What follows belongs to an exercise in optimizing a design on an open flow for small area; a production flow would make more cautious choices.
Only simulation tests tie the RTL to the original design; equivalence was not proved.
Power figures rest on the tool's default switching activity, not on a simulated workload.

## config.mk

```make
export PLATFORM = sky130hd
export DESIGN_NAME = FreqMod
export DESIGN_NICKNAME = FreqMod
export VERILOG_FILES = /design/flow/design.v
export SDC_FILE = /design/flow/constraint.sdc
export NUM_CORES = 4
export LEC_CHECK = 0
export ABC_AREA = 1
export CAP_MARGIN = 0
export CORE_MARGIN = 2
export CORE_UTILIZATION = 60
export SLEW_MARGIN = 0
```

## constraint.sdc

```tcl
create_clock -name core_clock -period 20.0 [get_ports {clock}]
set_input_delay 4.0000 -clock core_clock [delete_from_list [all_inputs] [get_ports {clock}]]
set_output_delay 4.0000 -clock core_clock [all_outputs]
set_load 0.01 [all_outputs]
```

## design.v

```verilog
`timescale 1ns / 1ps
module FreqMod(
    input signed [17:0] audio_in,
    input ready,
    input clock,
    input reset,
    input [9:0] controls,
    output wire signed [17:0] audio_out,
    output reg [7:0] freq1,
    output reg [7:0] freq2,
    output reg [7:0] freq3,
    output reg [7:0] freq4,
    output reg [7:0] freq5,
    output reg [7:0] freq6,
    output reg [7:0] freq7,
    output reg [4:0] weight1,
    output reg [4:0] weight2,
    output reg [4:0] weight3,
    output reg [4:0] weight4,
    output reg [4:0] weight5,
    output reg [4:0] weight6,
    output reg [4:0] weight7
    );
    wire [7:0] switches = controls[7:0];
    wire fup = controls[8];
    wire fdown = controls[9];
    reg old_fup, old_fdown, increment, decrement;
    always @(posedge clock) begin
        old_fup <= fup;
        old_fdown <= fdown;
        increment <= fup & ~old_fup;
        decrement <= fdown & ~old_fdown;
    end
    wire [34:0] wts = {weight7, weight6, weight5, weight4, weight3, weight2, weight1};
    reg [34:0] wts_next;
    integer k;
    reg [4:0] w, tg;
    reg dn, up;
    always @(*) begin
        for (k = 0; k < 7; k = k + 1) begin
            w = wts[5*k +: 5];
            dn = switches[k] & decrement & (w != 5'd0);
            up = switches[k] & increment & (w != 5'd31) & ~dn;
            tg[0] = up | dn;
            tg[1] = (up & w[0]) | (dn & ~w[0]);
            tg[2] = (up & (&w[1:0])) | (dn & ~(|w[1:0]));
            tg[3] = (up & (&w[2:0])) | (dn & ~(|w[2:0]));
            tg[4] = (up & (&w[3:0])) | (dn & ~(|w[3:0]));
            wts_next[5*k +: 5] = reset ? 5'd0 : (w ^ tg);
        end
    end
    always @(posedge clock)
        {weight7, weight6, weight5, weight4, weight3, weight2, weight1} <= wts_next;
    reg [575:0] ring;
    reg [4:0] m1;        
    reg pending;         
    reg [17:0] q;        
    reg [17:0] o;        
    reg [27:0] acc;
    reg [5:0] blk;       
    wire ins = pending & (m1 == 5'd0);
    wire [17:0] tap1 = ins ? q : ring[575:558];
    wire [17:0] tap2 = ring[287:270];
    always @(posedge clock) begin
        ring <= {ring[557:0], tap1};
        if (reset) m1 <= 5'd0;
        else if (!ready) m1 <= m1 - 5'd1;
        if (reset) pending <= 1'b0;
        else if (ready) pending <= 1'b1;
        else if (m1 == 5'd0) pending <= 1'b0;
        if (reset) blk <= 6'd63;
        else if (ready) blk <= 6'd0;
        else if (m1[3:0] == 4'd0 && blk != 6'd63) blk <= blk + 6'd1;
    end
    localparam A_HOLD = 2'd0, A_ZERO = 2'd1, A_X4 = 2'd2, A_X16 = 2'd3;
    localparam S_TAP = 2'd0, S_O = 2'd1, S_Q = 2'd2;
    localparam D_NONE = 2'd0, D_ROM = 2'd1, D_CONST = 2'd2, D_BOOTH = 2'd3;
    wire [3:0] c = ~m1[3:0];
    reg [1:0] amode;
    reg p1_on;
    reg [1:0] p2_dsrc;
    reg [1:0] p2_src;
    reg [2:0] p2_const;
    reg [3:0] pass;
    reg [2:0] wsel;         
    reg [1:0] bstep;        
    reg ld_o_y, ld_o_w, ld_q_y;
    reg [2:0] ld_f;         
    reg [2:0] o_band;       
    wire eqm = !(switches == 8'h01 || switches == 8'h02 || switches == 8'h04 ||
                 switches == 8'h08 || switches == 8'h10 || switches == 8'h20 ||
                 switches == 8'h40);
    wire b3 = blk == 6'd3, b4 = blk == 6'd4, b5 = blk == 6'd5, b6 = blk == 6'd6;
    wire b21 = blk == 6'd21, b22 = blk == 6'd22, b23 = blk == 6'd23, b24 = blk == 6'd24;
    wire b25 = blk == 6'd25, b26 = blk == 6'd26, b27 = blk == 6'd27, b28 = blk == 6'd28;
    wire b29 = blk == 6'd29, b30 = blk == 6'd30, b31 = blk == 6'd31, b32 = blk == 6'd32;
    wire is_pass = b3 | b4 | b5 | b6 | b21 | b22 | b24 | b25 | b26 | b28 | b29 | b31;
    wire first_zero = b3 | b21 | b24 | b28 | b31;
    wire first_x16 = b22;
    wire is_w = b23 | b27 | b30 | b32;
    wire [2:0] wk = {b32, b27 | b30, b23 | b30};
    always @(*)
        pass = {b26 | b28 | b29 | b31, b21 | b22 | b24 | b25,
                b5 | b6 | b24 | b25 | b29 | b31, b4 | b6 | b22 | b25 | b28 | b31};
    always @(*) begin
        amode = A_HOLD; p1_on = 1'b0; p2_dsrc = D_NONE; p2_src = S_TAP; p2_const = 3'b000;
        wsel = wk; bstep = 2'd0;
        ld_o_y = 1'b0; ld_o_w = 1'b0; ld_q_y = 1'b0; ld_f = 3'd0; o_band = wk;
        if (is_pass) begin
            p1_on = 1'b1; p2_dsrc = D_ROM;
            if (c == 4'd0) amode = first_zero ? A_ZERO : first_x16 ? A_X16 : A_X4;
        end
        if (blk == 6'd2) begin
            if (c == 4'd1) begin amode = A_ZERO; p2_dsrc = D_CONST; p2_src = S_Q; p2_const = 3'b010; end
            if (c == 4'd2 || c == 4'd3) amode = A_X16;
            if (c == 4'd4) begin p2_dsrc = D_CONST; p2_src = S_Q; p2_const = 3'b101; end
        end
        if (blk == 6'd3 && c == 4'd0) ld_o_y = 1'b1;
        if (blk == 6'd7 && c == 4'd0) ld_q_y = 1'b1;
        if (is_w) begin
            if (c == 4'd0) ld_q_y = 1'b1;
            if (c >= 4'd1 && c <= 4'd3) begin
                amode = (c == 4'd1) ? A_ZERO : A_X4;
                p2_dsrc = D_BOOTH; p2_src = S_Q;
                bstep = (c == 4'd1) ? 2'd2 : (c == 4'd2) ? 2'd1 : 2'd0;
            end
            if (c == 4'd4) begin
                ld_f = wk; p2_dsrc = eqm ? D_CONST : D_NONE; p2_src = S_O; p2_const = 3'b001;
            end
            if (c == 4'd5) ld_o_w = 1'b1;
        end
        if (blk == 6'd20) begin
            if (c <= 4'd2) begin
                amode = (c == 4'd0) ? A_ZERO : A_X4;
                p2_dsrc = D_BOOTH; p2_src = S_O; wsel = 3'd7;
                bstep = (c == 4'd0) ? 2'd2 : (c == 4'd1) ? 2'd1 : 2'd0;
            end
            if (c == 4'd3) begin ld_f = 3'd7; ld_o_w = 1'b1; o_band = 3'd7; end
            if ((c >= 4'd3 && c <= 4'd5) || (c >= 4'd7 && c <= 4'd9)) begin
                amode = (c == 4'd3 || c == 4'd7) ? A_ZERO : A_X4;
                p2_dsrc = D_BOOTH; p2_src = S_Q; wsel = (c <= 4'd5) ? 3'd5 : 3'd6;
                bstep = (c == 4'd3 || c == 4'd7) ? 2'd2 : (c == 4'd4 || c == 4'd8) ? 2'd1 : 2'd0;
            end
            if (c == 4'd6 || c == 4'd10) begin
                ld_f = (c == 4'd6) ? 3'd5 : 3'd6;
                p2_dsrc = eqm ? D_CONST : D_NONE; p2_src = S_O; p2_const = 3'b001;
            end
            if (c == 4'd7 || c == 4'd11) begin ld_o_w = 1'b1; o_band = (c == 4'd7) ? 3'd5 : 3'd6; end
        end
    end
    wire [5:0] dig;
    eq_digits digits (.pass(pass), .j(m1[3:0]), .dig(dig));
    wire [2:0] d1 = m1[4] ? dig[5:3] : dig[2:0];
    wire [2:0] d2rom = m1[4] ? dig[2:0] : dig[5:3];
    reg [4:0] wt;
    always @(*) begin
        case (wsel)
            3'd1: wt = weight1;
            3'd2: wt = weight2;
            3'd3: wt = weight3;
            3'd4: wt = weight4;
            3'd5: wt = weight5;
            3'd6: wt = weight6;
            default: wt = weight7;
        endcase
    end
    reg [2:0] dbooth;
    always @(*) begin
        case (bstep)
            2'd2: dbooth = {1'b0, wt[4] & wt[3], wt[4] ^ wt[3]};
            2'd1: dbooth = {wt[3] & ~(wt[2] & wt[1]), (wt[3] & ~wt[2] & ~wt[1]) | (~wt[3] & wt[2] & wt[1]), wt[2] ^ wt[1]};
            default: dbooth = {wt[1], wt[1] & ~wt[0], wt[0]};
        endcase
    end
    reg [2:0] d2;
    always @(*) begin
        case (p2_dsrc)
            D_ROM: d2 = d2rom;
            D_CONST: d2 = p2_const;
            D_BOOTH: d2 = dbooth;
            default: d2 = 3'b000;
        endcase
    end
    wire [2:0] d1g = p1_on ? d1 : 3'b000;
    wire s_o = (p2_src == S_O), s_q = (p2_src == S_Q), s_t = (p2_src == S_TAP);
    wire [17:0] v2 = ({18{s_o}} & o) | ({18{s_q}} & q) | ({18{s_t}} & tap2);
    function [27:0] term;
        input [17:0] v;
        input [2:0] d;
        reg [18:0] m;
        begin
            m = ({19{d[0]}} & {v[17], v}) | ({19{d[1]}} & {v, 1'b0});
            term = {{9{m[18] ^ d[2]}}, m ^ {19{d[2]}}};
        end
    endfunction
    wire a_h = (amode == A_HOLD), a_4 = (amode == A_X4), a_16 = (amode == A_X16);
    wire [27:0] abase = ({28{a_h}} & acc) | ({28{a_4}} & {acc[25:0], 2'b00}) | ({28{a_16}} & {acc[23:0], 4'b0000});
    wire [27:0] t1 = term(tap1, d1g);
    wire [27:0] t2 = term(v2, d2);
    wire [27:0] cs_s = abase ^ t1 ^ t2;
    wire [27:0] cs_c = {(abase[26:0] & t1[26:0]) | (abase[26:0] & t2[26:0]) | (t1[26:0] & t2[26:0]), d1g[2]};
    wire [28:0] rc;
    wire [27:0] acc_next;
    assign rc[0] = d2[2];
    genvar gi;
    generate for (gi = 0; gi < 28; gi = gi + 1) begin : ripple
        assign acc_next[gi] = cs_s[gi] ^ cs_c[gi] ^ rc[gi];
        assign rc[gi+1] = (cs_s[gi] & cs_c[gi]) | (cs_s[gi] & rc[gi]) | (cs_c[gi] & rc[gi]);
    end endgenerate
    always @(posedge clock) begin
        acc <= acc_next;
        if (ready) q <= audio_in;
        else if (ld_q_y) q <= acc[27:10];
        if (ld_o_y) o <= acc[27:10];
        else if (ld_o_w && (o_band == 3'd7 ? (!eqm && switches[6]) :
                            (eqm || switches[o_band - 3'd1]))) o <= acc[17:0];
        if (ld_f == 3'd1) freq1 <= acc[17:10];
        if (ld_f == 3'd2) freq2 <= acc[17:10];
        if (ld_f == 3'd3) freq3 <= acc[17:10];
        if (ld_f == 3'd4) freq4 <= acc[17:10];
        if (ld_f == 3'd5) freq5 <= acc[17:10];
        if (ld_f == 3'd6) freq6 <= acc[17:10];
        if (ld_f == 3'd7) freq7 <= acc[17:10];
    end
    assign audio_out = o;
endmodule
module eq_digits(input wire [3:0] pass, input wire [3:0] j, output reg [5:0] dig);
  always @(*)
    case ({pass, j})
      8'd0: dig = 6'b000000;
      8'd1: dig = 6'b000000;
      8'd2: dig = 6'b000000;
      8'd3: dig = 6'b000101;
      8'd4: dig = 6'b000101;
      8'd5: dig = 6'b000110;
      8'd6: dig = 6'b000110;
      8'd7: dig = 6'b000110;
      8'd8: dig = 6'b000110;
      8'd9: dig = 6'b101110;
      8'd10: dig = 6'b000110;
      8'd11: dig = 6'b000110;
      8'd12: dig = 6'b000101;
      8'd13: dig = 6'b000101;
      8'd14: dig = 6'b000000;
      8'd15: dig = 6'b000000;
      8'd16: dig = 6'b010010;
      8'd17: dig = 6'b010001;
      8'd18: dig = 6'b010000;
      8'd19: dig = 6'b010001;
      8'd20: dig = 6'b001101;
      8'd21: dig = 6'b000001;
      8'd22: dig = 6'b101000;
      8'd23: dig = 6'b110101;
      8'd24: dig = 6'b110110;
      8'd25: dig = 6'b010101;
      8'd26: dig = 6'b101000;
      8'd27: dig = 6'b000001;
      8'd28: dig = 6'b001101;
      8'd29: dig = 6'b010001;
      8'd30: dig = 6'b010000;
      8'd31: dig = 6'b010001;
      8'd32: dig = 6'b000000;
      8'd33: dig = 6'b010000;
      8'd34: dig = 6'b001110;
      8'd35: dig = 6'b101001;
      8'd36: dig = 6'b000000;
      8'd37: dig = 6'b101001;
      8'd38: dig = 6'b101110;
      8'd39: dig = 6'b001110;
      8'd40: dig = 6'b000000;
      8'd41: dig = 6'b001110;
      8'd42: dig = 6'b101110;
      8'd43: dig = 6'b101001;
      8'd44: dig = 6'b000000;
      8'd45: dig = 6'b101001;
      8'd46: dig = 6'b001110;
      8'd47: dig = 6'b010000;
      8'd48: dig = 6'b001001;
      8'd49: dig = 6'b101000;
      8'd50: dig = 6'b010110;
      8'd51: dig = 6'b001001;
      8'd52: dig = 6'b110010;
      8'd53: dig = 6'b000101;
      8'd54: dig = 6'b001101;
      8'd55: dig = 6'b000110;
      8'd56: dig = 6'b010000;
      8'd57: dig = 6'b000110;
      8'd58: dig = 6'b001101;
      8'd59: dig = 6'b000101;
      8'd60: dig = 6'b110010;
      8'd61: dig = 6'b001001;
      8'd62: dig = 6'b010110;
      8'd63: dig = 6'b101000;
      8'd64: dig = 6'b010010;
      8'd65: dig = 6'b010010;
      8'd66: dig = 6'b010010;
      8'd67: dig = 6'b010010;
      8'd68: dig = 6'b010010;
      8'd69: dig = 6'b010010;
      8'd70: dig = 6'b010010;
      8'd71: dig = 6'b010010;
      8'd72: dig = 6'b010010;
      8'd73: dig = 6'b010010;
      8'd74: dig = 6'b010010;
      8'd75: dig = 6'b010010;
      8'd76: dig = 6'b010010;
      8'd77: dig = 6'b010010;
      8'd78: dig = 6'b010010;
      8'd79: dig = 6'b010010;
      8'd80: dig = 6'b101101;
      8'd81: dig = 6'b001101;
      8'd82: dig = 6'b001101;
      8'd83: dig = 6'b001101;
      8'd84: dig = 6'b001101;
      8'd85: dig = 6'b000101;
      8'd86: dig = 6'b000000;
      8'd87: dig = 6'b000101;
      8'd88: dig = 6'b000000;
      8'd89: dig = 6'b000101;
      8'd90: dig = 6'b000000;
      8'd91: dig = 6'b000101;
      8'd92: dig = 6'b001101;
      8'd93: dig = 6'b001101;
      8'd94: dig = 6'b001101;
      8'd95: dig = 6'b001101;
      8'd96: dig = 6'b001001;
      8'd97: dig = 6'b001001;
      8'd98: dig = 6'b001001;
      8'd99: dig = 6'b001001;
      8'd100: dig = 6'b001001;
      8'd101: dig = 6'b001001;
      8'd102: dig = 6'b001001;
      8'd103: dig = 6'b010001;
      8'd104: dig = 6'b001001;
      8'd105: dig = 6'b001001;
      8'd106: dig = 6'b001001;
      8'd107: dig = 6'b001001;
      8'd108: dig = 6'b001001;
      8'd109: dig = 6'b001001;
      8'd110: dig = 6'b001001;
      8'd111: dig = 6'b001001;
      8'd112: dig = 6'b010010;
      8'd113: dig = 6'b010010;
      8'd114: dig = 6'b010010;
      8'd115: dig = 6'b010010;
      8'd116: dig = 6'b010010;
      8'd117: dig = 6'b010010;
      8'd118: dig = 6'b010010;
      8'd119: dig = 6'b110010;
      8'd120: dig = 6'b010010;
      8'd121: dig = 6'b010010;
      8'd122: dig = 6'b010010;
      8'd123: dig = 6'b010010;
      8'd124: dig = 6'b010010;
      8'd125: dig = 6'b010010;
      8'd126: dig = 6'b010010;
      8'd127: dig = 6'b010010;
      8'd128: dig = 6'b101101;
      8'd129: dig = 6'b000000;
      8'd130: dig = 6'b101000;
      8'd131: dig = 6'b101000;
      8'd132: dig = 6'b000000;
      8'd133: dig = 6'b001101;
      8'd134: dig = 6'b000101;
      8'd135: dig = 6'b000000;
      8'd136: dig = 6'b010000;
      8'd137: dig = 6'b000000;
      8'd138: dig = 6'b000101;
      8'd139: dig = 6'b001101;
      8'd140: dig = 6'b000000;
      8'd141: dig = 6'b101000;
      8'd142: dig = 6'b101000;
      8'd143: dig = 6'b000000;
      8'd144: dig = 6'b000000;
      8'd145: dig = 6'b000000;
      8'd146: dig = 6'b000000;
      8'd147: dig = 6'b000000;
      8'd148: dig = 6'b000000;
      8'd149: dig = 6'b001000;
      8'd150: dig = 6'b001000;
      8'd151: dig = 6'b000000;
      8'd152: dig = 6'b000000;
      8'd153: dig = 6'b000000;
      8'd154: dig = 6'b001000;
      8'd155: dig = 6'b000000;
      8'd156: dig = 6'b000000;
      8'd157: dig = 6'b000000;
      8'd158: dig = 6'b000000;
      8'd159: dig = 6'b000000;
      8'd160: dig = 6'b001001;
      8'd161: dig = 6'b001000;
      8'd162: dig = 6'b000001;
      8'd163: dig = 6'b001001;
      8'd164: dig = 6'b010000;
      8'd165: dig = 6'b110001;
      8'd166: dig = 6'b101000;
      8'd167: dig = 6'b000000;
      8'd168: dig = 6'b000010;
      8'd169: dig = 6'b000000;
      8'd170: dig = 6'b101000;
      8'd171: dig = 6'b010001;
      8'd172: dig = 6'b010000;
      8'd173: dig = 6'b001001;
      8'd174: dig = 6'b000001;
      8'd175: dig = 6'b001000;
      8'd176: dig = 6'b101101;
      8'd177: dig = 6'b101110;
      8'd178: dig = 6'b000101;
      8'd179: dig = 6'b101101;
      8'd180: dig = 6'b101101;
      8'd181: dig = 6'b000101;
      8'd182: dig = 6'b101101;
      8'd183: dig = 6'b110010;
      8'd184: dig = 6'b000000;
      8'd185: dig = 6'b110010;
      8'd186: dig = 6'b101101;
      8'd187: dig = 6'b000101;
      8'd188: dig = 6'b101101;
      8'd189: dig = 6'b101101;
      8'd190: dig = 6'b000101;
      8'd191: dig = 6'b101110;
      default: dig = 6'b000000;
    endcase
endmodule
```

## flow/run.sh

```bash
#!/bin/bash
# The standard layout (standard.sh) with three changes:
#  - synthesis maps logic with an area-oriented ABC script (flow/abc_area.script,
#    used in place of ORFS's scripts/abc_area.script; every other script is ORFS's own);
#  - the input and output port buffers use the smallest buffer cell (buf_1);
#  - clock tree synthesis uses clkbuf_8, clusters up to 16 sinks, inserts no dummy loads.
set -euo pipefail
here=$(pwd)
rm -rf "$here/orfs_scripts"
cp -r "$FLOW_HOME/scripts" "$here/orfs_scripts"
cp "$here/flow/abc_area.script" "$here/orfs_scripts/abc_area.script"
export SCRIPTS_DIR="$here/orfs_scripts"
export BUFFER_PORTS_ARGS="-buffer_cell sky130_fd_sc_hd__buf_1"
export CTS_ARGS="-sink_clustering_enable -repair_clock_nets -sink_clustering_size 14 -sink_clustering_max_diameter 80 -dont_use_dummy_load -buf_list sky130_fd_sc_hd__clkbuf_8"
bash standard.sh > standard.log 2>&1
```

## flow/abc_area.script

```
strash
dc2
dch -f
map -a
strash
dch -f
amap
topo
dnsize -c
```

## standard.sh

```bash
#!/bin/bash
# synth_recipe.tcl (not shown) runs the flow's synth.tcl, then flattens the netlist and writes it again
# the make line also repeats each setting of config.mk as NAME=value (left out here)
make -C /OpenROAD-flow-scripts/flow DESIGN_CONFIG=/design/flow/config.mk WORK_HOME=/design/flow/orfs CLKGATE_MAP_FILE= SYNTH_SCRIPT=/design/flow/synth_recipe.tcl "${@:-finish}"
```

==> flow_summary.rst, run 1 <==
.. list-table::
   :header-rows: 1

   * - Metric
     - Value
   * - Result of the run
     - timing/DRC/antenna clean
   * - Logic depth of the worst register-to-register path
     - 57
   * - Design area
     - 0.0244 mm²
   * - Worst path slowest cell
     - sky130_fd_sc_hd__fa_1
   * - Area of the die
     - ~0.039 mm²
   * - Clock latency (worst-skew pair)
     - 0.67 ns
   * - Launching element of the worst setup path
     - controls[4]
   * - Ports
     - 140
   * - Setup TNS
     - 0 ns
   * - Delay of the slowest cell on the worst path
     - between 0.5 and 0.6 ns
   * - Total global-route track usage
     - 25.1%
   * - XOR/XNOR Fraction of Synth Area
     - 0%
   * - Count of flip-flops with a built-in enable after synthesis
     - 92
   * - Clock transition at path regs
     - ~0.090 ns
   * - Post-DR vias/cell
     - roughly 5.6
   * - Number of antenna violations at the first check in global routing
     - 1
   * - First-pass iteration count of the detailed router
     - 8
   * - Remaining antenna violation count
     - 0
   * - Number of warnings printed during yosys synthesis
     - 2
   * - Residual DRC count
     - 0
   * - Share of synthesized cell area in and, or, nand and nor gates
     - between 7 and 8%
   * - Total core area
     - around 0.037 mm²
   * - Worst setup margin
     - 1.33 ns
   * - Max Buffers Root-to-Sink
     - 3
   * - Vertical extent of the die
     - 197 µm
   * - Combinational family with the most area after synthesis
     - compound AO/OA/AOI/OAI gates
   * - HPWL Detailed
     - about 34000 µm
   * - Area growth from synthesis to final layout
     - 9.71%
   * - Via count of the first global-routing pass
     - between 10000 and 15000
   * - Largest fanout on the critical path
     - 19
   * - Slew of the pin with the lowest slew margin
     - approximately 1.1 ns
   * - Final hold violations
     - 0
   * - Count of routing violations after the opening detailed-route iteration
     - approximately 1200
   * - Count of input and output buffers
     - between 100 and 150
   * - Achievable frequency
     - 53.6 MHz
   * - Mean cell area of the mapped netlist
     - 12.3 µm²
   * - Number of placement rows
     - 70
   * - CP endpoint
     - acc[27]
   * - Clock skew
     - about 0.056 ns
   * - Number of setup buffers added after CTS
     - 0
   * - Routability cong.
     - just under 0.9
   * - Synthesized-area fraction occupied by adder cells
     - under 10%
   * - Routed wire per std cell
     - between 15 and 20 µm
   * - Number of sinks handled by clock tree synthesis
     - about 750
   * - Crit path top cell by count
     - sky130_fd_sc_hd__fa_1
   * - Starting utilization of the core area
     - 60.8%
   * - Max_cap viols
     - 0
   * - Synthesized flop and latch total
     - approximately 750
   * - Worst reg2reg path startpoint
     - m1[2]
   * - Share of synthesized area occupied by flip-flops and latches
     - 71.3%
   * - Setup slack, reg-to-reg
     - 1.63 ns
   * - Unrepaired setup endpoints after global routing
     - no
   * - Endpoint of the worst-slack reg-to-reg timing path
     - acc[27]
   * - PwrDens
     - between 100 and 150 mW/mm²
   * - Most instantiated cells after synthesis
     - sky130_fd_sc_hd__dfxtp_1 (655), sky130_fd_sc_hd__nor2_1 (243), sky130_fd_sc_hd__clkinv_1 (180)
   * - Main area contributors after synthesis
     - sky130_fd_sc_hd__dfxtp_1 (59%), sky130_fd_sc_hd__edfxtp_1 (12%), sky130_fd_sc_hd__fa_1 (4.9%), sky130_fd_sc_hd__nor2_1 (4.1%), sky130_fd_sc_hd__clkinv_1 (3.0%)
   * - Cell area after technology mapping
     - around 0.022 mm²
   * - Detailed Route WL
     - between 40000 and 50000 µm
   * - Total setup violations reported at the end of the flow
     - 0
   * - Worst setup EP type
     - flop
   * - Cell type with the highest aggregate area in the netlist
     - sky130_fd_sc_hd__dfxtp_1
   * - First-pass GRT wire length
     - 74500 µm
   * - Worst hold path class
     - flop to flop
   * - Total leakage power
     - between 0.008 and 0.009 µW
   * - Worst supply voltage drop on vdd
     - around 0.000087 V
   * - Share of the synthesized area in the top cell type
     - approximately three fifths
   * - Kind of launch point of the worst setup path
     - input port
   * - Share of synthesized registers carrying an async set or reset
     - 0%
   * - CTS Hold Buffers Added
     - 0
   * - Top FF cell, synth
     - sky130_fd_sc_hd__dfxtp_1
   * - TritonCTS clock tree
     - done
   * - Cell at the root of the clock tree
     - sky130_fd_sc_hd__clkbuf_8
   * - Number of pins with negative max-slew slack in the final report
     - 0
   * - Fraction of synthesized area in multiplexers
     - 0%
   * - Synth cell types
     - between 40 and 50
   * - Total clock buffers created by CTS
     - 60
   * - Synthesized netlist cell count
     - about 1800
   * - Number of nets in the synthesized netlist
     - about 1900
   * - Dominant cell by count in the synthesized netlist
     - sky130_fd_sc_hd__dfxtp_1
   * - Crit path DAT
     - around 19 ns
   * - Setup slack at placement
     - between 0.6 and 0.7 ns
   * - Overall via count from detail_route
     - roughly 14000
   * - Post-Place Cell Area
     - about 0.024 mm²
   * - Fraction of layout instances using a drive strength above 1
     - between 4 and 5%
   * - H-Tree Level Count
     - 2
   * - Gr ovfl total
     - 0
   * - Synth Area in Compound Gates
     - between 10% and 20%
   * - Final critical-path share of the clock period
     - between 90 and 100%
   * - Largest net degree at the start of global routing
     - 42
   * - Worst rel slew slack
     - 24.4%
   * - Critical path data required time
     - 20.57 ns
   * - Period minus WS final
     - between 15 and 20 ns
   * - Startpoint-to-endpoint class of the critical path
     - input port to flop
   * - Post_cts resized
     - 0
   * - Chip Width
     - around 200 µm
   * - Final nets
     - about 2100
[cell usage in the layout (no fill, tap or decap), types with 18 or more instances in the layout]
cell and n:
sky130_fd_sc_hd__a211oi_1 32, sky130_fd_sc_hd__a21oi_1 48, sky130_fd_sc_hd__a222oi_1 21, sky130_fd_sc_hd__buf_1 138
sky130_fd_sc_hd__buf_4 25, sky130_fd_sc_hd__clkbuf_8 60, sky130_fd_sc_hd__clkinv_1 180, sky130_fd_sc_hd__dfxtp_1 655
sky130_fd_sc_hd__edfxtp_1 92, sky130_fd_sc_hd__fa_1 54, sky130_fd_sc_hd__ha_1 18, sky130_fd_sc_hd__nand2_1 79
sky130_fd_sc_hd__nand3_1 21, sky130_fd_sc_hd__nor2_1 243, sky130_fd_sc_hd__nor3_1 35, sky130_fd_sc_hd__o21ai_0 100
sky130_fd_sc_hd__o22a_1 18, sky130_fd_sc_hd__o22ai_1 96
[sequential cells by signal, indices dropped and copies added (netlist names), 6 cells and up]
register,flops
acc,28
blk,6
freq1,8
freq2,8
freq3,8
freq4,8
freq5,8
freq6,8
freq7,8
o,18
q,18
ring,576
[layer usage]
layer	track usage, %	part of all wire, %
met1	33.9	44
met2	41.0	47
met3	4.50	5.8
met4	9.25	2.8
met5	0	0
[where the power goes]
group          switching (µW)  internal, µW  total [µW]  leakage, µW
Sequential               79.5          1720        1800      0.00622
Combinational             267           141         408      0.00231
Clock                     424           267         690     0.000431
Total                     770          2130        2900      0.00897
[cell type report]
| cell class | instances | area (µm²) |
|---|---|---|
| flip-flops and latches | 747 | 15900 |
| clock buffers | 60 | 826 |
| diodes | 2 | 5.00 |
| fillers | 2768 | 12200 |
| multi-input cells | 889 | 5740 |
| well taps | 468 | 586 |
| inverters | 180 | 676 |
| repair buffers | 164 | 711 |
[critical path: cells and delay by family]
| kind | cells | cell delay [ns] |
|---|---|---|
| adders and majority gates | 28 | 11.91 |
| AOI/OAI and AO/OA | 9 | 2.02 |
| and+or+nand+nor | 9 | 0.81 |
| buffers and inverters | 3 | 0.49 |
[cell families (layout without fill, tap and decap cells)]
logic type	count (synthesis)	count (layout)
compound gates	408	408
fa+ha+maj	72	72
buf+inv	180	404
flops	747	747
other cells	0	2
simple gates	409	409
[stage by stage]
| step | total power [µW] | instances | utilization [%] | hold slack [ns] |
|---|---|---|---|---|
| global placement | 2220 | 2448 | 64.4 | 0.310 |
| finish | 2900 | 2510 | 66.7 | 0.296 |
| detailed placement | 2240 | 2448 | 64.4 | 0.312 |
| global route | 3040 | 2509 | 66.7 | 0.284 |
| floorplan | 2070 | 1816 | - | 0.310 |
| CTS | 2920 | 2508 | 66.7 | 0.299 |
[worst min path at each step]
stage | start | slack (ns) | end | cells past startpoint
6_report | ring[485] | 0.30 | ring[503] | 0
5_1_grt | ring[174] | 0.28 | ring[192] | 0
4_1_cts | ring[485] | 0.30 | ring[503] | 0
3_5_place_dp | ring[233] | 0.31 | ring[251] | 0
3_3_place_gp | ring[98] | 0.31 | ring[116] | 0
2_1_floorplan | ring[82] | 0.31 | ring[100] | 0
==> run 2, diff against run 1 <==
--- a/flow/run.sh
+++ b/flow/run.sh
@@ -12,4 +12,4 @@
 export SCRIPTS_DIR="$here/orfs_scripts"
 export BUFFER_PORTS_ARGS="-buffer_cell sky130_fd_sc_hd__buf_1"
-export CTS_ARGS="-sink_clustering_enable -repair_clock_nets -sink_clustering_size 14 -sink_clustering_max_diameter 80 -dont_use_dummy_load -buf_list sky130_fd_sc_hd__clkbuf_8"
+export CTS_ARGS="-sink_clustering_enable -repair_clock_nets -sink_clustering_size 16 -sink_clustering_max_diameter 100 -dont_use_dummy_load -buf_list \"sky130_fd_sc_hd__clkbuf_8 sky130_fd_sc_hd__clkbuf_16\""
 bash standard.sh > standard.log 2>&1
--- a/config.mk
+++ b/config.mk
@@ -9,4 +9,4 @@
 export CAP_MARGIN = 0
 export CORE_MARGIN = 2
-export CORE_UTILIZATION = 60
+export CORE_UTILIZATION = 40
 export SLEW_MARGIN = 0
==> run 2 against run 1 <==
Cell count up 11%. Register-to-register slack gained 0.07 ns. Largest power group unchanged. Critical path depth unchanged. Critical endpoint unchanged. Sequential share of layout area down 2.2 points. Hold slack better by 0.0041 ns. Wire length rose by 5.8%. Still clean on timing, DRC and antenna.
==> flow_summary.rst, run 2 <==
.. list-table::
   :header-rows: 1

   * - Metric
     - Value
   * - Result of the run
     - timing/DRC/antenna clean
   * - Critical path data required time
     - slightly above 20 ns
   * - Synthesized flop and latch total
     - about 750
   * - Count of routing violations after the opening detailed-route iteration
     - about 1200
   * - Cell type with the highest aggregate area in the netlist
     - sky130_fd_sc_hd__dfxtp_1
   * - Share of the synthesized area in the top cell type
     - a little under 60%
   * - Area of the die
     - roughly 0.058 mm²
   * - Share of synthesized registers carrying an async set or reset
     - 0%
   * - Count of flip-flops with a built-in enable after synthesis
     - 92
   * - Most common cell after layout, fill and taps aside
     - sky130_fd_sc_hd__dfxtp_1
   * - Synth cell types
     - 45
   * - Synthesized netlist cell count
     - between 1500 and 2000
   * - Slew of the pin with the lowest slew margin
     - roughly 1.3 ns
   * - Post-Place Cell Area
     - roughly 0.024 mm²
   * - Design Power
     - about 3100 µW
   * - Crit path top cell by count
     - sky130_fd_sc_hd__fa_1
   * - Ant. Diodes
     - 0
   * - Area growth from synthesis to final layout
     - 13.5%
   * - Top reg by flops
     - ring
   * - Multi-input gate area
     - approximately 0.0057 mm²
   * - Starting utilization of the core area
     - between 40% and 50%
   * - Total clock buffers created by CTS
     - 53
   * - Total global-route track usage
     - 17.7%
   * - Routed wire per std cell
     - ~18 µm
   * - Kind of launch point of the worst setup path
     - input port
   * - Top FF cell, synth
     - sky130_fd_sc_hd__dfxtp_1
   * - First-pass iteration count of the detailed router
     - 6
   * - Share of synthesized area occupied by flip-flops and latches
     - 71.3%
   * - Ports
     - between 100 and 150
   * - Unrepaired setup endpoints after global routing
     - no
   * - Via count of the first global-routing pass
     - ~14000
   * - Largest registers
     - ring (576), acc (28)
   * - Post_cts resized
     - 0
   * - Post-DR vias/cell
     - between 5 and 6
   * - Cell at the root of the clock tree
     - sky130_fd_sc_hd__clkbuf_16
   * - First-pass GRT wire length
     - between 70000 and 80000 µm
   * - H-Tree Level Count
     - 2
   * - HPWL Detailed
     - around 36000 µm
   * - Total core area
     - approximately 0.055 mm²
   * - Worst path slowest cell
     - sky130_fd_sc_hd__fa_1
   * - CTS Hold Buffers Added
     - 0
   * - Vertical extent of the die
     - roughly 240 µm
   * - Final critical-path share of the clock period
     - between 90 and 100%
   * - Number of antenna violations at the first check in global routing
     - 0
   * - Mean cell area of the mapped netlist
     - 12.3 µm²
   * - Number of placement rows
     - 86
   * - Main area contributors after synthesis
     - sky130_fd_sc_hd__dfxtp_1 (59%), sky130_fd_sc_hd__edfxtp_1 (12%), sky130_fd_sc_hd__fa_1 (4.9%), sky130_fd_sc_hd__nor2_1 (4.1%), sky130_fd_sc_hd__clkinv_1 (3.0%)
   * - Detailed Route WL
     - a little over 50000 µm
   * - Chip Width
     - between 200 and 250 µm
   * - Overall via count from detail_route
     - ~14000
   * - Achievable frequency
     - around 54 MHz
   * - Inst Count DP
     - approximately 2700
   * - Residual DRC count
     - 0
   * - Total setup violations reported at the end of the flow
     - 0
   * - Number of warnings printed during yosys synthesis
     - 2
   * - Number of sinks handled by clock tree synthesis
     - between 700 and 800
   * - Setup TNS
     - 0 ns
   * - Final hold violations
     - 0
   * - Period minus WS final
     - around 19 ns
   * - Final nets
     - roughly 2100
   * - Design area
     - approximately 0.025 mm²
   * - Routability cong.
     - approximately 0.9
   * - Worst supply voltage drop on vdd
     - just under 0.00006 V
   * - Worst setup EP type
     - flop
   * - Largest net degree at the start of global routing
     - 42
   * - Clock latency (worst-skew pair)
     - about 0.62 ns
   * - Total leakage power
     - just over 0.009 µW
   * - Worst rel slew slack
     - about 12%
   * - Most frequent cells in the layout
     - sky130_fd_sc_hd__dfxtp_1 (655), sky130_fd_sc_hd__nor2_1 (243), sky130_fd_sc_hd__clkinv_1 (180), sky130_fd_sc_hd__buf_1 (138), sky130_fd_sc_hd__o21ai_0 (100)
   * - Startpoint-to-endpoint class of the critical path
     - input port to flop
   * - Delay of the slowest cell on the worst path
     - 0.59 ns
   * - Number of nets in the synthesized netlist
     - around 1900
   * - Clock skew
     - around 0.062 ns
   * - Number of filler instances in the final layout
     - 5146
   * - Fraction of layout instances using a drive strength above 1
     - approximately 4.2%
   * - Number of pins with negative max-slew slack in the final report
     - 0
   * - PwrDens
     - approximately 120 mW/mm²
   * - Dominant cell by count in the synthesized netlist
     - sky130_fd_sc_hd__dfxtp_1
   * - Gr ovfl total
     - 0
   * - Max Buffers Root-to-Sink
     - 3
   * - Cell area after technology mapping
     - ~0.022 mm²
   * - Remaining antenna violation count
     - 0
   * - Number of setup buffers added after CTS
     - 0
   * - Crit path DAT
     - roughly 19 ns
   * - Final cell count without fillers
     - ~2800
   * - Clock transition at path regs
     - about 0.07 ns
   * - Storage cell area
     - roughly 0.016 mm²
   * - Count of input and output buffers
     - 139
   * - Number of flip-flops in the largest register
     - 576
   * - Largest fanout on the critical path
     - 4
   * - Most instantiated cells after synthesis
     - sky130_fd_sc_hd__dfxtp_1 (655), sky130_fd_sc_hd__nor2_1 (243), sky130_fd_sc_hd__clkinv_1 (180)
   * - TritonCTS clock tree
     - done
   * - Worst hold path class
     - flop to flop
   * - Max_cap viols
     - 0
[run 2: through the flow]
| step | utilization, % | setup WS (ns) | hold WS [ns] |
|---|---|---|---|
| 2_1_floorplan | - | 0.687 | 0.310 |
| 3_3_place_gp | 43.4 | 0.963 | 0.310 |
| 3_5_place_dp | 43.4 | 0.707 | 0.312 |
| 4_1_cts | 45.9 | 1.36 | 0.297 |
| 5_1_grt | 45.9 | 0.619 | 0.306 |
| 6_report | 45.9 | 1.37 | 0.301 |
[run 2: cells by family (layout without fill, tap and decap cells)]
family          after synthesis  after routing  share of synthesized area (%)
flops                       747            747                           71.3
simple gates                409            409                           7.56
compound gates              408            408                           12.2
buf+inv                     180            396                           3.04
fa+ha+maj                    72             72                           5.87
[run 2: power breakdown]
part           total [µW]  internal (µW)  leakage [µW]  switching [µW]
clock network         921            466      0.000653             455
registers            1800           1720       0.00622            82.3
logic                 412            141       0.00231             270
total                3130           2330       0.00919             807
[run 2: path summary, 6_finish.rpt]
check | start | endpoint | slack, ns | depth (start not counted)
worst max-delay path | controls[4] | acc[27] | 1.37 | 49
worst min-delay path | ring[453] | ring[471] | 0.30 | 0
worst max register to register | m1[2] | acc[27] | 1.70 | 56
worst min register to register | ring[453] | ring[471] | 0.30 | 0
[run 2: critical path, delay by kind of cell]
| kind | cells | cell delay, ns |
|---|---|---|
| adders and majority gates | 28 | 11.96 |
| and+or+nand+nor | 9 | 0.94 |
| AOI/OAI and AO/OA | 9 | 1.97 |
| buffers and inverters | 3 | 0.34 |
[run 2: final cells by class]
class / instances / share of cell area (%)
inverter: 180 / 2.67
timing repair buffer: 163 / 2.78
clock buffer: 53 / 5.25
multi-input combinational: 889 / 22.7
sequential: 747 / 62.8
tap: 748 / 3.70
[run 2: metal layers]
layer	GRT usage (%)	up-vias	part of all wire, %	wire length, µm
li1	-	6721	-	-
met1	24.6	6814	46	23400
met2	27.5	427	45	23000
met3	3.00	117	5.3	2680
met4	7.28	0	3.6	1830
met5	0	-	0	0
==> run 3, diff against run 2 <==
--- a/flow/run.sh
+++ b/flow/run.sh
@@ -12,4 +12,4 @@
 export SCRIPTS_DIR="$here/orfs_scripts"
 export BUFFER_PORTS_ARGS="-buffer_cell sky130_fd_sc_hd__buf_1"
-export CTS_ARGS="-sink_clustering_enable -repair_clock_nets -sink_clustering_size 16 -sink_clustering_max_diameter 100 -dont_use_dummy_load -buf_list \"sky130_fd_sc_hd__clkbuf_8 sky130_fd_sc_hd__clkbuf_16\""
+export CTS_ARGS="-sink_clustering_enable -repair_clock_nets -sink_clustering_size 16 -sink_clustering_max_diameter 100 -dont_use_dummy_load -buf_list sky130_fd_sc_hd__clkbuf_8"
 bash standard.sh > standard.log 2>&1
--- a/config.mk
+++ b/config.mk
@@ -9,4 +9,4 @@
 export CAP_MARGIN = 0
 export CORE_MARGIN = 2
-export CORE_UTILIZATION = 40
+export CORE_UTILIZATION = 70
 export SLEW_MARGIN = 0
==> run 3 against run 2 <==
Still clean. Wire length grew 7.2%. Final area decreased by 4.1%. Global-route usage rose by 15 points. Cell count shrank 12%. First-iteration DRC count increased by 59%. Non-clock buffer count up 1. Hold slack lost 0.022 ns. Register-to-register slack worse by 0.54 ns. Sequential power barely moved. Fmax down 2.0%. Via count rose by 6.3%.
==> flow_summary.rst, run 3 <==
.. list-table::
   :header-rows: 1

   * - Metric
     - Value
   * - Result of the run
     - timing/DRC/antenna clean
   * - Largest net degree at the start of global routing
     - 42
   * - Worst setup margin
     - ~1 ns
   * - First-pass iteration count of the detailed router
     - 7
   * - First-pass GRT wire length
     - about 84000 µm
   * - Number of flip-flops in the largest register
     - ~580
   * - Synthesized netlist cell count
     - between 1500 and 2000
   * - Share of synthesized registers carrying an async set or reset
     - 0%
   * - Area of the die
     - between 0.03 and 0.04 mm²
   * - Post-DR vias/cell
     - between 6 and 7
   * - Relative contribution of sequential cells to total power
     - between 60% and 70%
   * - Count of routing violations after the opening detailed-route iteration
     - 1898
   * - XOR/XNOR Fraction of Synth Area
     - 0%
   * - Number of nets in the synthesized netlist
     - approximately 1900
   * - Period minus WS final
     - approximately 19 ns
   * - Via count of the first global-routing pass
     - between 10000 and 15000
   * - Count of input and output buffers
     - about 140
   * - Slew of the pin with the lowest slew margin
     - 1.09 ns
   * - Worst hold path class
     - flop to flop
   * - Worst rel slew slack
     - between 20% and 30%
   * - HPWL Detailed
     - ~37000 µm
   * - Worst supply voltage drop on vdd
     - approximately 0.000082 V
   * - Max_cap viols
     - 0
   * - Ports
     - 140
   * - Total global-route track usage
     - roughly a third
   * - Worst hold start
     - ring[374]
   * - Cell type with the highest aggregate area in the netlist
     - sky130_fd_sc_hd__dfxtp_1
   * - Mean cell area of the mapped netlist
     - 12.3 µm²
   * - Routability cong.
     - about 0.96
   * - Number of placement rows
     - 65
   * - Top reg by flops
     - ring
   * - Total setup violations reported at the end of the flow
     - 0
   * - Fraction of layout instances using a drive strength above 1
     - between 4 and 5%
   * - Number of antenna violations at the first check in global routing
     - 2
   * - Critical path data required time
     - around 21 ns
   * - Number of warnings printed during yosys synthesis
     - 2
   * - Combinational family with the most area after synthesis
     - compound AO/OA/AOI/OAI gates
   * - Largest registers
     - ring (576), acc (28)
   * - Design Power
     - 2910 µW
   * - Setup slack at placement
     - 0.628 ns
   * - Switching power share of the total
     - roughly 28%
   * - Worst hold stages
     - 0
   * - Chip Width
     - between 150 and 200 µm
   * - Endpoint of the worst hold-timing path
     - ring[392]
   * - Overall via count from detail_route
     - about 15000
   * - Max Buffers Root-to-Sink
     - 3
   * - Delay of the slowest cell on the worst path
     - roughly 0.61 ns
   * - Most frequent cells in the layout
     - sky130_fd_sc_hd__dfxtp_1 (655), sky130_fd_sc_hd__nor2_1 (243), sky130_fd_sc_hd__clkinv_1 (180), sky130_fd_sc_hd__buf_1 (138), sky130_fd_sc_hd__o21ai_0 (99)
   * - Post-route core utilization
     - 77.2%
   * - Logic depth of the worst register-to-register path
     - 56
   * - Synthesized-area fraction occupied by adder cells
     - under 10%
   * - Number of filler instances in the final layout
     - approximately 1900
   * - Total clock buffers created by CTS
     - 52
   * - Gr ovfl total
     - 0
   * - Area growth from synthesis to final layout
     - 8.83%
   * - Setup slack, reg-to-reg
     - approximately 1.2 ns
   * - Relative contribution of the clock network to total power
     - about 23%
   * - Most instantiated cells after synthesis
     - sky130_fd_sc_hd__dfxtp_1 (655), sky130_fd_sc_hd__nor2_1 (243), sky130_fd_sc_hd__clkinv_1 (180)
   * - Storage cell area
     - around 0.016 mm²
   * - Share of synthesized cell area in and, or, nand and nor gates
     - about 7.6%
   * - Worst reg2reg path startpoint
     - m1[1]
   * - Vertical extent of the die
     - 182 µm
   * - H-Tree Level Count
     - 2
   * - Total leakage power
     - between 0.008 and 0.009 µW
   * - PwrDens
     - between 100 and 150 mW/mm²
   * - Cell at the root of the clock tree
     - sky130_fd_sc_hd__clkbuf_8
   * - Fraction of synthesized area in multiplexers
     - 0%
   * - Clock latency (worst-skew pair)
     - around 0.63 ns
   * - CTS Hold Buffers Added
     - 0
   * - Worst path slowest cell
     - sky130_fd_sc_hd__fa_1
   * - Multi-input gate area
     - 0.00574 mm²
   * - Worst setup EP type
     - flop
   * - Final critical-path share of the clock period
     - a little over nine tenths
   * - Clock transition at path regs
     - 0.10 ns
   * - Clock skew
     - about 0.067 ns
   * - Cell area after technology mapping
     - between 0.02 and 0.025 mm²
   * - Top FF cell, synth
     - sky130_fd_sc_hd__dfxtp_1
   * - Unrepaired setup endpoints after global routing
     - no
   * - Startpoint-to-endpoint class of the critical path
     - input port to flop
   * - Share of synthesized area occupied by flip-flops and latches
     - between 70% and 80%
   * - Count of flip-flops with a built-in enable after synthesis
     - between 90 and 100
   * - Synth Area in Compound Gates
     - between 10% and 20%
   * - Internal Dissipation
     - between 2000 and 2500 µW
   * - Detailed Route WL
     - 54500 µm
   * - Final nets
     - 2137
   * - Total core area
     - 0.0314 mm²
   * - Residual DRC count
     - 0
   * - Final hold violations
     - 0
   * - Crit path top cell by count
     - sky130_fd_sc_hd__fa_1
   * - Number of setup buffers added after CTS
     - 0
   * - Share of the synthesized area in the top cell type
     - slightly below 60%
   * - Number of sinks handled by clock tree synthesis
     - 747
   * - Synth cell types
     - 45
   * - Post_cts resized
     - 0
   * - Achievable frequency
     - 52.6 MHz
   * - Crit path DAT
     - between 15 and 20 ns
   * - Most common cell after layout, fill and taps aside
     - sky130_fd_sc_hd__dfxtp_1
   * - Main area contributors after synthesis
     - sky130_fd_sc_hd__dfxtp_1 (59%), sky130_fd_sc_hd__edfxtp_1 (12%), sky130_fd_sc_hd__fa_1 (4.9%), sky130_fd_sc_hd__nor2_1 (4.1%), sky130_fd_sc_hd__clkinv_1 (3.0%)
   * - Routed wire per std cell
     - around 22 µm
   * - Largest fanout on the critical path
     - 4
   * - Kind of launch point of the worst setup path
     - input port
   * - Relative contribution of combinational cells to total power
     - about 15%
   * - Starting utilization of the core area
     - a little under three quarters
   * - Net switching power
     - slightly above 800 µW
   * - Launching element of the worst setup path
     - controls[4]
   * - Setup TNS
     - 0 ns
   * - TritonCTS clock tree
     - done
   * - Endpoint of the worst-slack reg-to-reg timing path
     - acc[27]
   * - Number of pins with negative max-slew slack in the final report
     - 0
   * - Remaining antenna violation count
     - 0
   * - Dominant cell by count in the synthesized netlist
     - sky130_fd_sc_hd__dfxtp_1
   * - Synthesized flop and latch total
     - between 700 and 800
[run 3: cell counts after synthesis]
Identical to the previous run, type by type.
[run 3: area by class of cell]
cell class	instances	area share (%)
Antenna cell	1	0.0103
Clock buffer	52	2.95
Inverter	180	2.79
Multi-Input combinational cell	889	23.7
Sequential cell	747	65.5
Tap cell	402	2.08
Timing Repair Buffer	164	2.93
[run 3: logic make-up after synthesis]
logic type,Yosys count
buf+inv,180
compound gates,408
flops,747
simple gates,409
fa+ha+maj,72
[run 3: worst max path at each step]
stage | endpoint | slack (ns)
floorplan | acc[27] | 0.69
global placement | acc[27] | 1.12
CTS | acc[27] | 1.13
global route | acc[27] | 0.24
finish | acc[27] | 0.98
detailed placement | acc[27] | 0.63
[run 3: critical path, delay by kind of cell]
kind                       cells  cell delay (ns)
adders and majority gates     28            12.24
AOI/OAI and AO/OA              9             1.91
and+or+nand+nor                9             0.99
buffers and inverters          3             0.41
[run 3: power by group through the flow]
stage	registers (µW)	clock network, µW	logic, µW
after floorplan	1790	0	273
after CTS	1810	667	427
after detailed placement	1840	0	418
after global placement	1820	0	395
after global routing	1820	721	476
final	1810	659	442
[run 3: routing by layer]
metal	wire [µm]	GRT usage [%]	part of all wire [%]	up-vias
li1	-	-	-	6720
met1	20400	41.6	37	7065
met2	26800	56.8	49	922
met3	4450	5.53	8.2	252
met4	2870	14.0	5.3	0
met5	0	0	0	-
[run 3: stage by stage]
| stage | hold WS [ns] | cell area (µm²) | std cells |
|---|---|---|---|
| 5_1_grt | 0.292 | 24200 | 2435 |
| 6_report | 0.278 | 24200 | 2435 |
| 3_5_place_dp | 0.312 | 23500 | 2382 |
| 2_1_floorplan | 0.310 | 22300 | 1816 |
| 4_1_cts | 0.276 | 24200 | 2434 |
| 3_3_place_gp | 0.309 | 23500 | 2382 |
==> run 4, diff against run 3 <==
==> flow/abc_area.script (replaced) <==
strash
dc2
dch -f
map -a
strash
dch -f
amap
topo
stime -c
buffer -c
dnsize -c
--- a/config.mk
+++ b/config.mk
@@ -9,4 +9,4 @@
 export CAP_MARGIN = 0
 export CORE_MARGIN = 2
-export CORE_UTILIZATION = 70
+export CORE_UTILIZATION = 40
 export SLEW_MARGIN = 0
==> run 4 against run 3 <==
Total power is 1.3% lower. Sequential cell count did not move. Largest cell class unchanged. Clock-buffer cell count stayed put. Hold slack better by 0.029 ns. Critical path depth is the same. Sequential power is essentially flat.
==> flow_summary.rst, run 4 <==
.. list-table::
   :header-rows: 1

   * - Metric
     - Value
   * - Number of antenna violations at the first check in global routing
     - 2
   * - First-pass GRT wire length
     - ~80000 µm
   * - Detailed Route WL
     - just over 50000 µm
   * - Final hold violations
     - 0
   * - Design area
     - 0.0247 mm²
   * - Total global-route track usage
     - 17.7%
   * - Peak-usage layer in the global routing report
     - met2
   * - Cell at the root of the clock tree
     - sky130_fd_sc_hd__clkbuf_8
   * - Ports
     - 140
   * - Area growth from synthesis to final layout
     - 9.77%
   * - Post-route core utilization
     - between 40% and 50%
   * - Hold Slack
     - ~0.31 ns
   * - Residual DRC count
     - 0
   * - Number of sinks handled by clock tree synthesis
     - between 700 and 800
   * - Grt met3 use
     - under 10%
   * - Post_cts resized
     - 0
   * - Setup slack at placement
     - 0.659 ns
   * - Relative contribution of combinational cells to total power
     - 14.3%
   * - Logic depth of the worst register-to-register path
     - between 50 and 60
   * - Critical path data required time
     - about 21 ns
   * - Most instantiated cells after synthesis
     - sky130_fd_sc_hd__dfxtp_1 (655), sky130_fd_sc_hd__nor2_1 (243), sky130_fd_sc_hd__inv_1 (174)
   * - Synthesized flop and latch total
     - ~750
   * - Slew of the pin with the lowest slew margin
     - roughly 0.99 ns
   * - Count of flip-flops with a built-in enable after synthesis
     - between 90 and 100
   * - Overall via count from detail_route
     - approximately 14000
   * - Dominant cell by count in the synthesized netlist
     - sky130_fd_sc_hd__dfxtp_1
   * - Crit path top cell by count
     - sky130_fd_sc_hd__fa_1
   * - Post-DR vias/cell
     - slightly above 5
   * - Largest registers
     - ring (576), acc (28)
   * - Mean cell area of the mapped netlist
     - about 12 µm²
   * - Chip Width
     - roughly 240 µm
   * - Delay of the slowest cell on the worst path
     - approximately 0.6 ns
   * - Max Buffers Root-to-Sink
     - 3
   * - Synthesized-area fraction occupied by adder cells
     - between 5 and 6%
   * - Number of setup buffers added after CTS
     - 0
   * - Max_cap viols
     - 0
   * - Fraction of layout instances using a drive strength above 1
     - around 4.7%
   * - Largest fanout on the critical path
     - 19
   * - Share of synthesized area occupied by flip-flops and latches
     - 70.7%
   * - Met2 usage in global routing
     - between 20% and 30%
   * - Number of warnings printed during yosys synthesis
     - 2
   * - Worst supply voltage drop on vdd
     - around 0.000082 V
   * - Share of synthesized registers carrying an async set or reset
     - 0%
   * - Total leakage power
     - 0.00953 µW
   * - Top FF cell, synth
     - sky130_fd_sc_hd__dfxtp_1
   * - Share of synthesized cell area in and, or, nand and nor gates
     - 7.52%
   * - Kind of launch point of the worst setup path
     - input port
   * - GRT met1 Usage
     - around 25%
   * - Internal Dissipation
     - between 2000 and 2500 µW
   * - Result of the run
     - timing/DRC/antenna clean
   * - Total clock buffers created by CTS
     - 52
   * - Number of filler instances in the final layout
     - approximately 5100
   * - Synthesized netlist cell count
     - roughly 1900
   * - Worst hold path class
     - flop to flop
   * - Worst setup EP type
     - flop
   * - Most frequent cells in the layout
     - sky130_fd_sc_hd__dfxtp_1 (655), sky130_fd_sc_hd__nor2_1 (243), sky130_fd_sc_hd__inv_1 (174), sky130_fd_sc_hd__buf_1 (139), sky130_fd_sc_hd__o21ai_0 (99)
   * - Starting utilization of the core area
     - between 40% and 50%
   * - Switching power share of the total
     - around 27%
   * - Post-Place Cell Area
     - around 0.024 mm²
   * - Routability cong.
     - 0.930
   * - Cell area after technology mapping
     - 0.0225 mm²
   * - Relative contribution of sequential cells to total power
     - a little over three fifths
   * - Clock transition at path regs
     - about 0.11 ns
   * - XOR/XNOR Fraction of Synth Area
     - 0%
   * - Most common cell after layout, fill and taps aside
     - sky130_fd_sc_hd__dfxtp_1
   * - First-pass iteration count of the detailed router
     - 9
   * - Worst setup margin
     - 1.29 ns
   * - Largest net degree at the start of global routing
     - 42
   * - Via count of the first global-routing pass
     - 13600
   * - Final nets
     - about 2100
   * - Net switching power
     - 778 µW
   * - Gr ovfl total
     - 0
   * - Total core area
     - about 0.055 mm²
   * - Crit path DAT
     - 19.29 ns
   * - TritonCTS clock tree
     - done
   * - Top reg by flops
     - ring
   * - Number of pins with negative max-slew slack in the final report
     - 0
   * - Synth Area in Compound Gates
     - between 10 and 15%
   * - Worst hold stages
     - 0
   * - Cell type with the highest aggregate area in the netlist
     - sky130_fd_sc_hd__dfxtp_1
   * - Combinational family with the most area after synthesis
     - compound AO/OA/AOI/OAI gates
   * - HPWL Detailed
     - between 30000 and 40000 µm
   * - Remaining antenna violation count
     - 0
   * - Total setup violations reported at the end of the flow
     - 0
   * - Share of the synthesized area in the top cell type
     - roughly three fifths
   * - Achievable frequency
     - ~53 MHz
   * - Fraction of synthesized area in multiplexers
     - 0%
   * - Count of routing violations after the opening detailed-route iteration
     - between 1000 and 1500
   * - Routed wire per std cell
     - about 18 µm
   * - Number of nets in the synthesized netlist
     - approximately 2000
   * - Final critical-path share of the clock period
     - between 90 and 100%
   * - Worst rel slew slack
     - between 30% and 40%
   * - Number of flip-flops in the largest register
     - 576
   * - Main area contributors after synthesis
     - sky130_fd_sc_hd__dfxtp_1 (58%), sky130_fd_sc_hd__edfxtp_1 (12%), sky130_fd_sc_hd__fa_1 (4.8%), sky130_fd_sc_hd__nor2_1 (4.1%), sky130_fd_sc_hd__inv_1 (2.9%)
   * - Startpoint-to-endpoint class of the critical path
     - input port to flop
   * - H-Tree Level Count
     - 2
   * - Unrepaired setup endpoints after global routing
     - no
   * - Clock latency (worst-skew pair)
     - around 0.66 ns
   * - Count of input and output buffers
     - ~140
   * - Number of placement rows
     - 86
   * - Synth cell types
     - 53
   * - CTS Hold Buffers Added
     - 0
   * - Area of the die
     - approximately 0.058 mm²
   * - Period minus WS final
     - roughly 19 ns
   * - Relative contribution of the clock network to total power
     - 22.9%
   * - Clock skew
     - about 0.046 ns
   * - Worst path slowest cell
     - sky130_fd_sc_hd__fa_1
   * - PwrDens
     - about 120 mW/mm²
   * - Setup TNS
     - 0 ns
   * - Vertical extent of the die
     - approximately 240 µm
## run 4: cell count changes in the layout (fill, tap and decap cells not counted), moves of 2 or more
cell                       change
sky130_fd_sc_hd__o221a_2       +2
sky130_fd_sc_hd__inv_1       +174
sky130_fd_sc_hd__o221a_1       -2
sky130_fd_sc_hd__or2_0         -8
sky130_fd_sc_hd__or2_2         +8
sky130_fd_sc_hd__clkinv_1    -175
## run 4: power groups by stage
stage	clock [µW]	sequential, µW	combinational (µW)
after floorplan	0	1790	275
after global placement	0	1840	397
final	656	1800	411
after detailed placement	0	1840	405
after global routing	735	1830	459
after CTS	684	1810	408
## run 4: stage by stage
stage               total power, µW  cells
CTS                            2900   2780
floorplan                      2060   1867
global route                   3020   2781
detailed placement             2250   2728
global placement               2230   2728
finish                         2870   2781
## run 4: worst paths after layout
path,from,endpoint,slack (ns)
max reg2reg,m1[2],acc[27],1.86
min reg2reg,ring[550],ring[568],0.31
max,controls[4],acc[27],1.29
min,ring[550],ring[568],0.31
## run 4: layout make-up
class	instances	area [µm²]	share of cell area, %
flip-flops and latches	747	15900	64.4
inverters	180	676	2.74
multi-input cells	889	5740	23.3
clock buffers	52	716	2.90
diodes	1	2.50	0.0102
repair buffers	164	709	2.88
well taps	748	936	3.80
## run 4: logic make-up after synthesis
logic type,count (synthesis)
buf+inv,231
flops,747
compound gates,408
fa+ha+maj,72
simple gates,409
## run 4: worst max-delay path, delay by kind of cell
family                     cells  cell delay [ns]
adders and majority gates     28            11.77
AOI/OAI and AO/OA              9             2.15
and+or+nand+nor                9             0.90
buffers and inverters          3             0.44
## run 4: per-layer routing
metal  routed length, µm  part of all wire [%]
met1               23500                    46
met2               22200                    44
met3                3530                   6.9
met4                1720                   3.4
met5                   0                     0
==> run 5, diff against run 4 <==
==> flow/abc_area.script (replaced) <==
strash
dc2
dch -f
map -a
strash
dch -f
amap
topo
dnsize -c
==> run 5 against run 4 <==
Hold slack better by 0.0030 ns. Register-to-register slack worse by 0.17 ns. First-iteration DRC count is 17% lower. Critical path depth stayed put. Non-clock buffer count is 1 lower. Core utilization is 0.20 points higher. Via count is 0.36% lower. Sequential power hardly changed. Setup slack better by 0.14 ns. Sequential cell count stayed put. Critical path type unchanged. Highest routed layer unchanged.
==> flow_summary.rst, run 5 <==
.. list-table::
   :header-rows: 1

   * - Metric
     - Value
   * - Worst reg2reg path startpoint
     - m1[2]
   * - Kind of launch point of the worst setup path
     - input port
   * - Storage cell area
     - ~0.016 mm²
   * - Detailed Route WL
     - between 50000 and 60000 µm
   * - Worst setup margin
     - 1.43 ns
   * - Total core area
     - about 0.055 mm²
   * - Fraction of layout instances using a drive strength above 1
     - 4.18%
   * - Total setup violations reported at the end of the flow
     - 0
   * - Clock skew
     - ~0.074 ns
   * - Residual DRC count
     - 0
   * - Area growth from synthesis to final layout
     - 10.8%
   * - Largest net degree at the start of global routing
     - 42
   * - Multi-input gate area
     - ~0.0057 mm²
   * - Top reg by flops
     - ring
   * - Via count of the first global-routing pass
     - around 14000
   * - Top FF cell, synth
     - sky130_fd_sc_hd__dfxtp_1
   * - Critical path data required time
     - ~20 ns
   * - Count of input and output buffers
     - around 140
   * - Largest registers
     - ring (576), acc (28)
   * - Number of pins with negative max-slew slack in the final report
     - 0
   * - Unrepaired setup endpoints after global routing
     - no
   * - Main area contributors after synthesis
     - sky130_fd_sc_hd__dfxtp_1 (59%), sky130_fd_sc_hd__edfxtp_1 (12%), sky130_fd_sc_hd__fa_1 (4.9%), sky130_fd_sc_hd__nor2_1 (4.1%), sky130_fd_sc_hd__clkinv_1 (3.0%)
   * - Result of the run
     - timing/DRC/antenna clean
   * - Cell at the root of the clock tree
     - sky130_fd_sc_hd__clkbuf_8
   * - Gr ovfl total
     - 0
   * - Routed wire per std cell
     - 18.2 µm
   * - Crit path DAT
     - approximately 19 ns
   * - Crit path top cell by count
     - sky130_fd_sc_hd__fa_1
   * - Count of buffer and inverter cells on the critical path
     - 3
   * - Worst hold path class
     - flop to flop
   * - Worst path slowest cell
     - sky130_fd_sc_hd__fa_1
   * - Chip Width
     - 240 µm
   * - Post_cts resized
     - 0
   * - CP endpoint
     - acc[27]
   * - Share of synthesized registers carrying an async set or reset
     - 0%
   * - Max_cap viols
     - 0
   * - Number of setup buffers added after CTS
     - 0
   * - Mean cell area of the mapped netlist
     - roughly 12 µm²
   * - Slew of the pin with the lowest slew margin
     - ~1.4 ns
   * - Worst rel slew slack
     - under 10%
   * - Most instantiated cells after synthesis
     - sky130_fd_sc_hd__dfxtp_1 (655), sky130_fd_sc_hd__nor2_1 (243), sky130_fd_sc_hd__clkinv_1 (180)
   * - Count of routing violations after the opening detailed-route iteration
     - 1110
   * - Ports
     - 140
   * - Worst setup EP type
     - flop
   * - Clock transition at path regs
     - around 0.10 ns
   * - Share of synthesized area occupied by flip-flops and latches
     - 71.3%
   * - Starting utilization of the core area
     - 40.4%
   * - Largest fanout on the critical path
     - 4
   * - Number of nets in the synthesized netlist
     - ~1900
   * - Count of flip-flops with a built-in enable after synthesis
     - 92
   * - Number of sinks handled by clock tree synthesis
     - between 700 and 800
   * - Area of the die
     - ~0.058 mm²
   * - Number of filler instances in the final layout
     - around 5200
   * - Remaining antenna violation count
     - 0
   * - Final hold violations
     - 0
   * - Setup TNS
     - 0 ns
   * - Number of placement rows
     - 86
   * - Most frequent cells in the layout
     - sky130_fd_sc_hd__dfxtp_1 (655), sky130_fd_sc_hd__nor2_1 (243), sky130_fd_sc_hd__clkinv_1 (180), sky130_fd_sc_hd__buf_1 (138), sky130_fd_sc_hd__o21ai_0 (100)
   * - First-pass iteration count of the detailed router
     - 6
   * - Cell area after technology mapping
     - 0.0223 mm²
   * - Synthesized flop and latch total
     - between 700 and 800
   * - Number of antenna violations at the first check in global routing
     - 1
   * - H-Tree Level Count
     - 2
   * - Synth cell types
     - 45
   * - Largest delay share family, worst path
     - adder cells
   * - Total leakage power
     - 0.00892 µW
   * - Routability cong.
     - approximately 0.90
   * - Number of flip-flops in the largest register
     - ~580
   * - Total global-route track usage
     - between 10% and 20%
   * - Final nets
     - roughly 2100
   * - Most common cell after layout, fill and taps aside
     - sky130_fd_sc_hd__dfxtp_1
   * - Launching element of the worst setup path
     - controls[4]
   * - Startpoint-to-endpoint class of the critical path
     - input port to flop
   * - First-pass GRT wire length
     - a little under 80000 µm
   * - TritonCTS clock tree
     - done
   * - Endpoint of the worst-slack reg-to-reg timing path
     - acc[27]
   * - Clock latency (worst-skew pair)
     - about 0.68 ns
   * - Worst hold start
     - ring[453]
   * - Worst supply voltage drop on vdd
     - around 0.000044 V
   * - Max Buffers Root-to-Sink
     - 3
   * - Achievable frequency
     - between 50 and 60 MHz
   * - Total clock buffers created by CTS
     - 53
   * - Logic depth of the worst register-to-register path
     - 56
   * - CTS Hold Buffers Added
     - 0
   * - Post-DR vias/cell
     - 5.05
   * - Delay of the slowest cell on the worst path
     - around 0.58 ns
   * - Period minus WS final
     - approximately 19 ns
   * - Synthesized netlist cell count
     - approximately 1800
   * - Final critical-path share of the clock period
     - between 90% and 100%
   * - Dominant cell by count in the synthesized netlist
     - sky130_fd_sc_hd__dfxtp_1
   * - Cell type with the highest aggregate area in the netlist
     - sky130_fd_sc_hd__dfxtp_1
   * - Setup slack, reg-to-reg
     - 1.69 ns
   * - PwrDens
     - approximately 120 mW/mm²
   * - Share of the synthesized area in the top cell type
     - about three fifths
   * - Number of warnings printed during yosys synthesis
     - 2
   * - Overall via count from detail_route
     - 14000
   * - Vertical extent of the die
     - approximately 240 µm
   * - HPWL Detailed
     - between 30000 and 40000 µm
   * - Worst path depth
     - 49
   * - Setup slack at placement
     - around 0.71 ns
[run 5: cell count changes after synthesis, moves of 3 or more]
| cell | change |
|---|---|
| sky130_fd_sc_hd__o21ai_1 | -3 |
| sky130_fd_sc_hd__clkbuf_1 | -48 |
| sky130_fd_sc_hd__clkinv_1 | +175 |
| sky130_fd_sc_hd__inv_1 | -174 |
| sky130_fd_sc_hd__o21ai_0 | +3 |
| sky130_fd_sc_hd__or2_2 | -8 |
| sky130_fd_sc_hd__or2_0 | +8 |
[run 5: metal layers]
layer	routed length, µm	vias up	GRT usage [%]
met1	23200	6768	24.5
met5	0	-	0
met3	2780	114	3.07
li1	-	6717	-
met4	1810	0	7.19
met2	22700	439	27.2
[run 5: logic make-up after synthesis]
kind of cell	count (synthesis)	synth area share, %
AOI/OAI and AO/OA	408	12.2
buffers and inverters	180	3.04
and+or+nand+nor	409	7.56
adders and majority gates	72	5.87
DFF	747	71.3
[run 5: worst min-delay path by stage]
stage | end | slack (ns) | cells past startpoint
6_report | ring[471] | 0.31 | 0
5_1_grt | ring[471] | 0.31 | 0
4_1_cts | ring[471] | 0.30 | 0
3_5_place_dp | ring[137] | 0.31 | 0
3_3_place_gp | ring[154] | 0.31 | 0
2_1_floorplan | ring[100] | 0.31 | 0
[run 5: stage by stage]
stage	instance area, µm²	hold slack [ns]	std cells	power, µW	utilization (%)
detailed placement	23900	0.312	2727	2250	43.4
global placement	23900	0.310	2727	2230	43.4
global route	24700	0.308	2781	3020	44.8
CTS	24700	0.303	2780	2910	44.8
finish	24700	0.311	2781	2870	44.8
floorplan	22300	0.310	1816	2070	-
[run 5: power by group]
group	total, µW	switching (µW)	internal [µW]
logic	413	271	142
registers	1800	81.8	1720
clock network	657	420	237
total	2870	773	2100
[run 5: layout make-up]
cell class	count	share of cell area (%)
Antenna cell	1	0.0101
Tap cell	748	3.79
Timing Repair Buffer	163	2.85
Sequential cell	747	64.4
Multi-Input combinational cell	889	23.3
Inverter	180	2.74
Clock buffer	53	2.96

port drivers added, routing unchanged:
The flow's constraints put no driver on any port. The routed layouts listed below were extracted and timed again, unchanged, in two steps. Step 1 assumes that a clkbuf_16 drives the clock port and a buf_2 every other input. Step 2 adds t to the input delays and takes it off the output delays; t is the mean of the earliest and latest rising clock arrival at the registers after step 1. Input paths then give back, and output paths get back, about the clock's delay inside the block. Slacks: ideal ports / drivers / drivers and shift; pairs: ideal ports / drivers.
run	shift t [ns]	setup WS [ns]	worst slew at a driven data input, ns
run 1	0.690	1.333 / 1.363 / 0.673	0.07
run 2	0.644	1.369 / 1.406 / 0.762	0.04
run 3	0.646	0.980 / 1.010 / 0.364	0.07
run 4	0.691	1.293 / 1.312 / 0.621	0.06
run 5	0.693	1.431 / 1.465 / 0.772	0.03
After both steps setup and hold are still met in every run listed. For run 4, which loses most, drivers alone change the setup slack by +0.019 ns; drivers and shift together by -0.672 ns.
